From an optimization exercise on the open Yosys and OpenROAD flow, aimed at small area and a short achievable clock period; shortcuts taken in it are not production practice. In this exercise RTL edits were held to simulation tests only and were not proved equivalent to the original. The clock port is modelled as an ideal driver; clocking choices that lean on that would not hold on a real chip. Power is estimated from default activity; no workload was simulated.

## run 1
==> flow/design.v (excerpt) <==
module sync_fifo (
    input wire clk,
    input wire rst_n,
    input wire wr_en,
    input wire [31:0] data_in,
    output wire full,
    input wire rd_en,
    output wire [31:0] data_out,
    output wire empty
);
For scale: roughly 930 cells after synthesis, ~70 I/O pins, ~19,000 sq um of cells after synthesis.
Settings: LEC_CHECK=0, CAP_MARGIN=20, CORE_MARGIN=2, CORE_UTILIZATION=70, CTS_CLUSTER_DIAMETER=80, CTS_CLUSTER_SIZE=30, PLACE_DENSITY=0.85, SETUP_SLACK_MARGIN=2.3, SLEW_MARGIN=20; clock period 4.2 ns.
standard.sh (not shown) runs the stock make flow with config.mk's settings and CLKGATE_MAP_FILE= SYNTH_SCRIPT=/design/flow/synth_recipe.tcl, a recipe that flattens the netlist after the stock synthesis.
==> flow/flow/run.sh <==
#!/bin/bash
# Standard layout, with one change after clock tree synthesis: the root
# buffer of the clock tree is removed and the clock port drives the next
# level of clock buffers directly (flow/post_cts.tcl); and the port buffers
# are buf_2 cells, which the resizer can size, rather than delay cells.
set -e
cd "$(dirname "$0")/.."
cp standard.sh standard.sh.log.txt 2>/dev/null || true
export POST_CTS_TCL="$PWD/flow/post_cts.tcl"
export BUFFER_PORTS_ARGS="-buffer_cell sky130_fd_sc_hd__buf_2"
bash standard.sh > standard.log 2>&1
==> flow/flow/post_cts.tcl <==
set block [ord::get_db_block]
set root [$block findInst clkbuf_0_clk]
if {$root != "NULL"} {
  set in_net [[$root findITerm A] getNet]
  set out_net [[$root findITerm X] getNet]
  set sinks {}
  foreach it [$out_net getITerms] {
    if {[$it getInst] != $root} { lappend sinks $it }
  }
  if {[llength $sinks] <= 4} {
    foreach it $sinks { $it disconnect; $it connect $in_net }
    odb::dbInst_destroy $root
    odb::dbNet_destroy $out_net
    puts "post_cts: removed clkbuf_0_clk, clock port drives [llength $sinks] buffers"
    estimate_parasitics -placement
    repair_timing_helper
    detailed_placement
  }
}
Run 1: PASS, flow complete, no timing, DRC or antenna violations
Input-level comparison between run 2 and run 1:
Settings: PLACE_DENSITY: 0.85 -> unset; CORE_UTILIZATION: 70 -> 65.
Notes after the runs:
~same total sequential power in run 2 and run 1. Run 2 vs. run 1: power went down by about 0.33%, maximum fanout encountered on the critical timing path went up by 350%, number of slew-limit violations in the final report was more or less identical. Relative to run 1, number of global-route vias before repair has gone down in run 2. Summary of run 2 over run 1: number of antenna violations at the first check in global routing went down, cell count went up.
For run 3, these inputs were changed with respect to run 2:
Settings: swapping 65 for 78 in CORE_UTILIZATION; putting PLACE_DENSITY at 0.9 where nothing was set.
Notes after the runs:
[run 3 vs run 2] combinational cell power: higher in run 3
Looking at start point of the critical path, the wr_en result is from run 2; the pos[11]$_DFFE_PN0P_ one comes from run 3.
Run 3: number of ordinary and repair buffers in the finished layout 26 above run 2
Time the worst path needs with I/O delays and setup delta for run 3 relative to run 2: 0.022 ns higher
Run 3: clock buffer instance count of the final layout 8 above run 2
Run 2 and run 3 ended up with roughly the same power per unit of standard cell area.
--- input diff run 3..run 4 ---
Settings: a change of CORE_UTILIZATION from 78 to 65; an added TNS_END_PERCENT of 10; a change of PLACE_DENSITY from 0.9 to 0.75.
### Flow results
Count of clock-buffer cells in the layout of run 4 falls short of that of run 3 by more than 10%. Run 4 against run 3: die area higher, clock latency at the later pin of the worst-skew pair roughly the same, critical path buffer and inverter count lower. Looking at maximum frequency, run 4 sits about 0.8% higher than run 3 does.


Another version of the RTL of sync_fifo (not shown whole).
For scale: about 940 cells after synthesis, ~530 flip-flops, about 70 I/O pins.
export LEC_CHECK = 0
export CAP_MARGIN = 20
export CORE_MARGIN = 2
export CORE_UTILIZATION = 65
export CTS_CLUSTER_DIAMETER = 80
export CTS_CLUSTER_SIZE = 30
export SETUP_SLACK_MARGIN = 2.45
export SLEW_MARGIN = 20
create_clock -name core_clock -period 4.2 [get_ports {clk}]
Scripts as last shown in full above: flow/flow/run.sh, flow/flow/post_cts.tcl
Edit:
==> flow/run.sh (new file) <==
#!/bin/bash
# synth_recipe.tcl (not shown) runs the flow's synth.tcl, then flattens the netlist and writes it again
# the make line also repeats each setting of config.mk as NAME=value (left out here)
make -C /OpenROAD-flow-scripts/flow DESIGN_CONFIG=/design/flow/config.mk WORK_HOME=/design/flow/orfs CLKGATE_MAP_FILE= SYNTH_SCRIPT=/design/flow/synth_recipe.tcl finish
- SETUP_SLACK_MARGIN: 2.45 -> 2.3
removed: flow/flow/run.sh
removed: flow/flow/post_cts.tcl
removed: flow/standard.sh
=>
- combinational power fell by 12%
- final cell count fell by 1.3%
- synthesized cell count stays the same
- cell area barely changes
- maximum frequency fell by 3.9%
- global-route usage fell by 0.92 points
Edit:
==> flow/flow/run.sh (new file) <==
#!/bin/bash
# Standard layout, with one change after clock tree synthesis: the root
# buffer of the clock tree is removed and the clock port drives the next
# level of clock buffers directly (flow/post_cts.tcl); and the port buffers
# are buf_2 cells, which the resizer can size, rather than delay cells.
set -e
cd "$(dirname "$0")/.."
cp standard.sh standard.sh.log.txt 2>/dev/null || true
export POST_CTS_TCL="$PWD/flow/post_cts.tcl"
export BUFFER_PORTS_ARGS="-buffer_cell sky130_fd_sc_hd__buf_2"
bash standard.sh > standard.log 2>&1
==> flow/flow/post_cts.tcl (new file) <==
set block [ord::get_db_block]
set root [$block findInst clkbuf_0_clk]
if {$root != "NULL"} {
  set in_net [[$root findITerm A] getNet]
  set out_net [[$root findITerm X] getNet]
  set sinks {}
  foreach it [$out_net getITerms] {
    if {[$it getInst] != $root} { lappend sinks $it }
  }
  if {[llength $sinks] <= 4} {
    foreach it $sinks { $it disconnect; $it connect $in_net }
    odb::dbInst_destroy $root
    odb::dbNet_destroy $out_net
    puts "post_cts: removed clkbuf_0_clk, clock port drives [llength $sinks] buffers"
    estimate_parasitics -placement
    repair_timing_helper
    detailed_placement
  }
}
==> flow/standard.sh (new file) <==
#!/bin/bash
# synth_recipe.tcl (not shown) runs the flow's synth.tcl, then flattens the netlist and writes it again
# the make line also repeats each setting of config.mk as NAME=value (left out here)
make -C /OpenROAD-flow-scripts/flow DESIGN_CONFIG=/design/flow/config.mk WORK_HOME=/design/flow/orfs CLKGATE_MAP_FILE= SYNTH_SCRIPT=/design/flow/synth_recipe.tcl "${@:-finish}"
removed: flow/run.sh
What happened:
- global-route usage goes up by 0.48 points
- final area came out lower by 1.1%
- count of clock-buffer cells in the layout went up by 7
- sequential power barely changes
- maximum frequency came out higher by about 4.6%
- die area stays the same
- combinational power is about the same
- synthesized area stays the same
- clock power hardly moves
- non-clock buffer count does not change
- core utilization shrinks by 0.79 points
Edit:
==> flow/flow/run.sh (replaced) <==
#!/bin/bash
# Standard layout, with one change after clock tree synthesis: the root
# buffer of the clock tree is removed and the clock port drives the next
# level of clock buffers directly (flow/post_cts.tcl).
set -e
cd "$(dirname "$0")/.."
cp standard.sh standard.sh.log.txt 2>/dev/null || true
export POST_CTS_TCL="$PWD/flow/post_cts.tcl"
bash standard.sh > standard.log 2>&1
Outcome: Maximum frequency stays flat; core utilization is higher by 0.66 points; hold slack improves by 110 ps; wire length is lower by 1.9%; power is lower by about 0.5%; sequential power is about the same; cell count is lower by 0.64%; via count barely changes; non-clock buffer count does not change.


v41:
sync_fifo with an RTL version that a note above also has.
For scale: ~930 cells after synthesis, ~530 flip-flops, ~70 I/O pins, ~0.019 mm^2 of cells after synthesis.
Design sync_fifo, start of the top module:
module sync_fifo (
    input wire clk,
    input wire rst_n,
    input wire wr_en,
    input wire [31:0] data_in,
    output wire full,
    input wire rd_en,
    output wire [31:0] data_out,
    output wire empty
);
==> flow/config.mk <==
export PLATFORM = sky130hd
export DESIGN_NAME = sync_fifo
export DESIGN_NICKNAME = sync_fifo
export VERILOG_FILES = /design/flow/design.v
export SDC_FILE = /design/flow/constraint.sdc
export NUM_CORES = 4
export LEC_CHECK = 0
export CAP_MARGIN = 20
export CORE_MARGIN = 2
export CORE_UTILIZATION = 65
export CTS_CLUSTER_DIAMETER = 80
export CTS_CLUSTER_SIZE = 30
export SETUP_SLACK_MARGIN = 2.15
export SLEW_MARGIN = 20
==> flow/constraint.sdc <==
create_clock -name core_clock -period 4.2 [get_ports {clk}]
set_input_delay 0.8400 -clock core_clock [delete_from_list [all_inputs] [get_ports {clk}]]
set_output_delay 0.8400 -clock core_clock [all_outputs]
set_load 0.01 [all_outputs]
==> flow/flow/run.sh <==
#!/bin/bash
# Standard layout, with one change after clock tree synthesis: the root
# buffer of the clock tree is removed and the clock port drives the next
# level of clock buffers directly (flow/post_cts.tcl); and the port buffers
# are buf_2 cells, which the resizer can size, rather than delay cells.
set -e
cd "$(dirname "$0")/.."
cp standard.sh standard.sh.log.txt 2>/dev/null || true
export POST_CTS_TCL="$PWD/flow/post_cts.tcl"
export BUFFER_PORTS_ARGS="-buffer_cell sky130_fd_sc_hd__buf_2"
bash standard.sh > standard.log 2>&1
==> flow/flow/post_cts.tcl <==
set block [ord::get_db_block]
set root [$block findInst clkbuf_0_clk]
if {$root != "NULL"} {
  set in_net [[$root findITerm A] getNet]
  set out_net [[$root findITerm X] getNet]
  set sinks {}
  foreach it [$out_net getITerms] {
    if {[$it getInst] != $root} { lappend sinks $it }
  }
  if {[llength $sinks] <= 4} {
    foreach it $sinks { $it disconnect; $it connect $in_net }
    odb::dbInst_destroy $root
    odb::dbNet_destroy $out_net
    puts "post_cts: removed clkbuf_0_clk, clock port drives [llength $sinks] buffers"
    estimate_parasitics -placement
    repair_timing_helper
    detailed_placement
  }
}
Input-level comparison between v52 and v41:
- PLACE_DENSITY: unset -> 0.75
- CTS_CLUSTER_DIAMETER: 80 -> 60
- CTS_CLUSTER_SIZE: 30 -> 20
- SETUP_SLACK_MARGIN: 2.15 -> 2.35
[summary]
v41 -> v52: die area delta 0, exact match. Compared with v41, v52 shows a higher met1 wire length. [v52 vs v41] count of placed standard cells in the final layout, fillers left out: higher in v52. Diff v41 -> v52 | power | up by more than 10%. Diff v41 -> v52: final wirelength grew by 580 um; power share of the combinational group about even.
Input changes introduced in v55 (baseline for comparison: v52):
- CTS_CLUSTER_SIZE changed from 20 to 30
- CTS_CLUSTER_DIAMETER changed from 60 to 80
- SETUP_SLACK_MARGIN changed from 2.35 to 2.3
## What came out
- Between v55 and v52, the utilization is higher for v52.
- Final instance area on v55 is ahead of v52.
- v52 has a higher total via count after detailed routing than v55.
- v55 reports a higher number of fillers in the final layout than v52 does.
- v55 vs v52 — DRC marker count from the first detailed-route iteration dropped by more than 10%
- Taking v52 as the reference, in v55 area added between synthesis and finish went down by 3.2 points; final critical path time including I/O delays and setup neither gained nor lost much.
#### Input delta (v42 over v55)
diff --git a/flow/flow/post_cts.tcl b/flow/flow/post_cts.tcl
--- a/flow/flow/post_cts.tcl
+++ b/flow/flow/post_cts.tcl
@@ -14,0 +15,41 @@
+    if {[llength $sinks] <= 2} {
+      set k 0
+      foreach it $sinks {
+        set buf [$it getInst]
+        set bnet [[$buf findITerm X] getNet]
+        set pts {}
+        foreach s [$bnet getITerms] {
+          if {[$s getInst] == $buf} { continue }
+          set loc [[$s getInst] getLocation]
+          lappend pts [list [lindex $loc 0] [lindex $loc 1] $s]
+        }
+        set n [llength $pts]
+        if {$n < 4} { continue }
+        # cut along the wider spread
+        set xs [lsort -integer [lmap p $pts {lindex $p 0}]]
+        set ys [lsort -integer [lmap p $pts {lindex $p 1}]]
+        set idx [expr {([lindex $xs end] - [lindex $xs 0]) >= ([lindex $ys end] - [lindex $ys 0]) ? 0 : 1}]
+        set pts [lsort -integer -index $idx $pts]
+        set half [expr {$n / 2}]
+        set moved [lrange $pts $half end]
+        set sx 0; set sy 0
+        foreach p $moved { incr sx [lindex $p 0]; incr sy [lindex $p 1] }
+        set cx [expr {$sx / [llength $moved]}]
+        set cy [expr {$sy / [llength $moved]}]
+        set nb [odb::dbInst_create $block [$buf getMaster] "clkbuf_split_$k"]
+        set nn [odb::dbNet_create $block "clknet_split_$k"]
+        $nn setSigType CLOCK
+        $nb setLocation $cx $cy
+        $nb setPlacementStatus PLACED
+        [$nb findITerm A] connect $in_net
+        [$nb findITerm X] connect $nn
+        foreach p $moved { set s [lindex $p 2]; $s disconnect; $s connect $nn }
+        # the original buffer moves to the centre of the loads it keeps
+        set sx 0; set sy 0
+        set kept [lrange $pts 0 [expr {$half - 1}]]
+        foreach p $kept { incr sx [lindex $p 0]; incr sy [lindex $p 1] }
+        $buf setLocation [expr {$sx / [llength $kept]}] [expr {$sy / [llength $kept]}]
+        puts "post_cts: split [$buf getName]: [llength $kept] + [llength $moved] loads"
+        incr k
+      }
+    }
==> summary.txt <==
Compared with v55, v42 shows a lower net switching fraction of the power.
Diff v55 -> v42: fmax now smaller; iteration count of the initial detailed-routing pass now smaller.
Any difference in multi-input logic portion of the cell area between v55 and v42 is small enough to ignore.

[what the ideal ports hide]
In the flow no input, the clock included, has a driving cell. The finished layouts below were timed again as built, in two steps.
Step 1, drivers: a clkbuf_16 drives clk and a buf_2 each remaining input, both assumed.
Step 2 also shifts input and output timing later by t, the mid clock arrival at the registers, as if the neighbouring blocks saw the same clock.
Three values: ideal, step 1, step 2; two values: the first two.
run	shift t [ns]	setup WS [ns]	clock arrival spread, ns
run 1	0.479	2.325 / 2.276 / 1.927	0.021 / 0.021
run 2	0.483	2.245 / 2.235 / 1.794	0.029 / 0.029
run 3	0.480	2.224 / 2.224 / 1.876	0.017 / 0.018
run 4	0.472	2.240 / 2.235 / 1.803	0.020 / 0.020
the first run of note 2	0.475	2.257 / 2.190 / 2.019	0.016 / 0.016
the second run of note 2	0.598	2.179 / 2.125 / 1.822	0.028 / 0.028
the third run of note 2	0.474	2.267 / 2.200 / 1.957	0.018 / 0.018
the fourth run of note 2	0.477	2.271 / 2.233 / 1.831	0.024 / 0.024
v41	0.471	2.178 / 2.178 / 1.770	0.015 / 0.016
v52	0.451	2.335 / 2.286 / 1.958	0.021 / 0.022
v55	0.471	2.332 / 2.265 / 1.958	0.013 / 0.013
v42	0.446	2.255 / 2.286 / 1.900	0.031 / 0.032
After both steps setup and hold are still met in every run listed. For run 2, which loses most, drivers alone change the setup slack by -0.010 ns; drivers and shift together by -0.451 ns.
